What follows belongs to an exercise in optimizing a design on an open flow for small area; a production flow would make more cautious choices. Function was checked by simulation only, so behaviour that the tests miss may differ from the original. The clock port is modelled as an ideal driver; clocking choices that lean on that would not hold on a real chip. Power and IR drop assume default switching activity.

== v38 ==
==> flow/design.v (excerpt) <==
module simon_says_top(
    input clk,               
    input reset,             
    input select,            
    input [15:0] switches,   
    input [3:0] rows,        
    output [3:0] cols,       
    output [15:0] leds,      
    output [6:0] seg,        
    output [3:0] an          
);
Size: ~590 cells after synthesis, ~54 I/O pins, roughly 5900 µm² of cells after synthesis.
clock: 10.0 ns
lec_check: 0
abc_area: 1
cap_margin: 20
core_margin: 2
core_utilization: 60
place_density: 0.75
slew_margin: 20
standard.sh (not shown) runs the stock make flow with config.mk's settings and CLKGATE_MAP_FILE= SYNTH_SCRIPT=/design/flow/synth_recipe.tcl, a recipe that flattens the netlist after the stock synthesis.
==> flow/flow/run.sh <==
#!/bin/bash
# Own layout flow: the standard layout (standard.sh) with three changes.
#  1. Synthesis runs with ORFS's adder extraction off (ADDER_MAP_FILE empty):
#     extract_fa turns XOR/AND pairs found anywhere (decoders included) into
#     half-adder cells that abc can no longer optimise.
#  2. After the standard synthesis the combinational cells of the netlist are
#     turned back into logic and mapped again by abc with a stronger area
#     script (two rounds of &deepsyn and amap), four times with different
#     seeds; the smallest result is kept.  Flip-flop instances are not touched: same
#     cells, same names, as the standard synthesis made them.
#  3. Ports are buffered with buf_1 and the clock tree is built from clkbuf_4
#     without dummy loads; clock buffers whose loads would see a slow edge
#     are then upsized to clkbuf_8 (flow/resize_clk.tcl).
# Each tool writes its full output to a log file in this folder.
set -euo pipefail
WORK=$(pwd)
YOSYS=$FLOW_HOME/../tools/install/yosys/bin/yosys
LIB=$FLOW_HOME/platforms/sky130hd/lib/sky130_fd_sc_hd__tt_025C_1v80.lib
RES=$WORK/orfs/results/sky130hd/simon_says_top/base

sed 's|CLKGATE_MAP_FILE= |CLKGATE_MAP_FILE= ADDER_MAP_FILE= BUFFER_PORTS_ARGS="-buffer_cell sky130_fd_sc_hd__buf_1" CTS_ARGS="-sink_clustering_enable -repair_clock_nets -dont_use_dummy_load -buf_list sky130_fd_sc_hd__clkbuf_4" |' standard.sh > standard_custom.sh
sed -i "s|CLKGATE_MAP_FILE= |CLKGATE_MAP_FILE= POST_CTS_TCL=$WORK/flow/resize_clk.tcl |" standard_custom.sh
grep -q 'POST_CTS_TCL=' standard_custom.sh
grep -q 'ADDER_MAP_FILE= ' standard_custom.sh

# 1. standard synthesis (adder extraction off)
bash standard_custom.sh synth > make_synth.log 2>&1

# 2. re-map the combinational logic
cp $RES/1_2_yosys.v $WORK/1_2_yosys_standard.v
python3 flow/comb_cells.py $LIB $WORK/comb_cells.v > comb_cells.log 2>&1
DONT_USE=$(cat flow/dont_use.txt)
for SEED in 1 2 3 4; do
sed "s/@SEED@/$SEED/; s/@SEED2@/$((SEED + 4))/" flow/reopt.abc > $WORK/reopt_$SEED.abc
cat > $WORK/reopt_$SEED.ys <<EOS
read_liberty -lib $LIB
read_verilog $WORK/1_2_yosys_standard.v
hierarchy -top $FLOW_TOP
techmap -map $WORK/comb_cells.v
techmap
opt -purge
abc -liberty $LIB $DONT_USE -script $WORK/reopt_$SEED.abc
opt_clean -purge
hilomap -singleton -hicell sky130_fd_sc_hd__conb_1 HI -locell sky130_fd_sc_hd__conb_1 LO
insbuf -buf sky130_fd_sc_hd__buf_4 A X
splitnets
opt_clean -purge
check -assert -mapped
tee -o $WORK/reopt_$SEED.stat stat -liberty $LIB
write_verilog -noattr -nohex -nodec $WORK/1_2_yosys_reopt_$SEED.v
EOS
$YOSYS -s $WORK/reopt_$SEED.ys > reopt_yosys_$SEED.log 2>&1 &
done
wait
# keep the smallest of the four abc runs (they differ only in &deepsyn's seed)
BEST=$(for SEED in 1 2 3 4; do
  if [[ -s $WORK/1_2_yosys_reopt_$SEED.v ]]; then
    echo "$(sed -n "s/.*Chip area for module .*: //p" $WORK/reopt_$SEED.stat) $SEED"
  fi
done | sort -g | head -1 | cut -d' ' -f2)
echo "best seed $BEST" > reopt_choice.log
cat $WORK/reopt_*.stat | grep "Chip area" >> reopt_choice.log
cp $WORK/1_2_yosys_reopt_$BEST.v $WORK/1_2_yosys_reopt.v
cp $WORK/1_2_yosys_reopt.v $RES/1_2_yosys.v
rm -f $RES/1_synth.odb

# 3. the rest of the layout
bash standard_custom.sh finish > make_finish.log 2>&1
Other scripts of this flow, unchanged in this note and not shown: flow/flow/comb_cells.py, flow/flow/dont_use.txt, flow/flow/reopt.abc, flow/flow/resize_clk.tcl
Input-level comparison between v17 and v38:
-- flow/design.v --
<<< v38, line 51
    input st_zero,
    input st_lag,
    input [3:0] row,
    output [3:0] col,
>>> v17, line 51
    input st_zero,
    input st_lag,
    input first,
    input [3:0] row,
    output [3:0] col,
<<< v38, line 56
    );
    reg [1:0] ci;
    reg first;
    assign col = first ? 4'b1111 : ~(4'b1000 >> ci);
    always @(posedge clk_100MHz or posedge reset)
        if (reset) begin
            ci <= 2'd3;
            first <= 1'b1;
            dec_out <= 4'b1111;
        end else begin
            first <= 1'b0;
            if (st_zero) ci <= ci + 2'd1;
            if (st_lag)
>>> v17, line 57
    );
    reg [1:0] ci;
    assign col = first ? 4'b1111 : ~(4'b1000 >> ci);
    always @(posedge clk_100MHz or posedge reset)
        if (reset) begin
            ci <= 2'd3;
            dec_out <= 4'b1111;
        end else begin
            if (st_zero) ci <= ci + 2'd1;
            if (st_lag)
<<< v38, line 101
    output [3:0] disp_code,          
    output [2:0] highest_round,
    output reg display_mode
);
    localparam S_INIT = 2'd0, S_SHOW = 2'd1, S_INPUT = 2'd2, S_OVER = 2'd3;
>>> v17, line 99
    output [3:0] disp_code,          
    output [2:0] highest_round,
    output reg display_mode,
    output first_cycle               
);
    localparam S_INIT = 2'd0, S_SHOW = 2'd1, S_INPUT = 2'd2, S_OVER = 2'd3;
<<< v38, line 114
    reg k0, k4;
    reg [3:0] Q;
    wire sd = (ph == P_STEPS);
    wire ss = (ph == P_SAYS);
>>> v17, line 113
    reg k0, k4;
    reg [3:0] Q;
    assign first_cycle = (ph == P_INIT) & ~won;
    wire sd = (ph == P_STEPS);
    wire ss = (ph == P_SAYS);
<<< v38, line 373
);
    wire clk_1Hz, clk_2Hz, clk_3Hz, clk_10Hz;
    wire st_zero, st_lag;
    wire [3:0] w_dec;
    wire [3:0] disp_code;
>>> v17, line 373
);
    wire clk_1Hz, clk_2Hz, clk_3Hz, clk_10Hz;
    wire st_zero, st_lag, first_cycle;
    wire [3:0] w_dec;
    wire [3:0] disp_code;
<<< v38, line 393
        .st_zero(st_zero),
        .st_lag(st_lag),
        .row(rows),
        .col(cols),
>>> v17, line 393
        .st_zero(st_zero),
        .st_lag(st_lag),
        .first(first_cycle),
        .row(rows),
        .col(cols),
<<< v38, line 410
        .disp_code(disp_code),
        .highest_round(highest_round),
        .display_mode(display_mode)
    );
    seven_segment_controller seg_ctrl (
>>> v17, line 411
        .disp_code(disp_code),
        .highest_round(highest_round),
        .display_mode(display_mode),
        .first_cycle(first_cycle)
    );
    seven_segment_controller seg_ctrl (
### Flow results
The launching instance or port of the critical path comes out game_ctrl.Q[0] in one run and game_ctrl.cr[0] in the other, namely in v17 and v38 respectively. Both conditions hold for v17: the flow ran to the end and the final layout passed the timing, design-rule and antenna checks. | combined area of the multi-input logic cells | lower: v38 |. In the reports for v38 and v17, the smaller worst path arrival time belongs to v38. Overall die area of v38 is on par with v17. The critical path endpoint comes out leds[3] in one run and leds[6] in the other, namely in v17 and v38 respectively. v17 and v38 ended up with roughly the same placement-stage cell area. Part of the total power dissipated in combinational logic is lower on v17.

[re-timing with driven ports]
Ports are ideal in the flow. The routed layouts listed here were re-timed in OpenROAD. Step 1 assumes that a clkbuf_16 drives the clock port and a buf_2 every other input. Step 2, shift: input delay + t, output delay - t, t = (earliest + latest rising clock arrival at the registers) / 2. This alone moves slack from input paths to output paths. a / b / c = ideal ports / drivers / drivers and shift; a / b = the first two.
run | t, ns | setup WS [ns] | worst setup path at the end | latest minus earliest clock arrival (ns) | worst slew at a driven data input, ns
v38 | 0.442 | 4.959 / 4.924 / 5.365 | register to output | 0.034 / 0.033 | 0.04
v17 | 0.441 | 4.710 / 4.674 / 5.115 | register to output | 0.033 / 0.034 | 0.03
After both steps setup and hold are still met in every run listed.
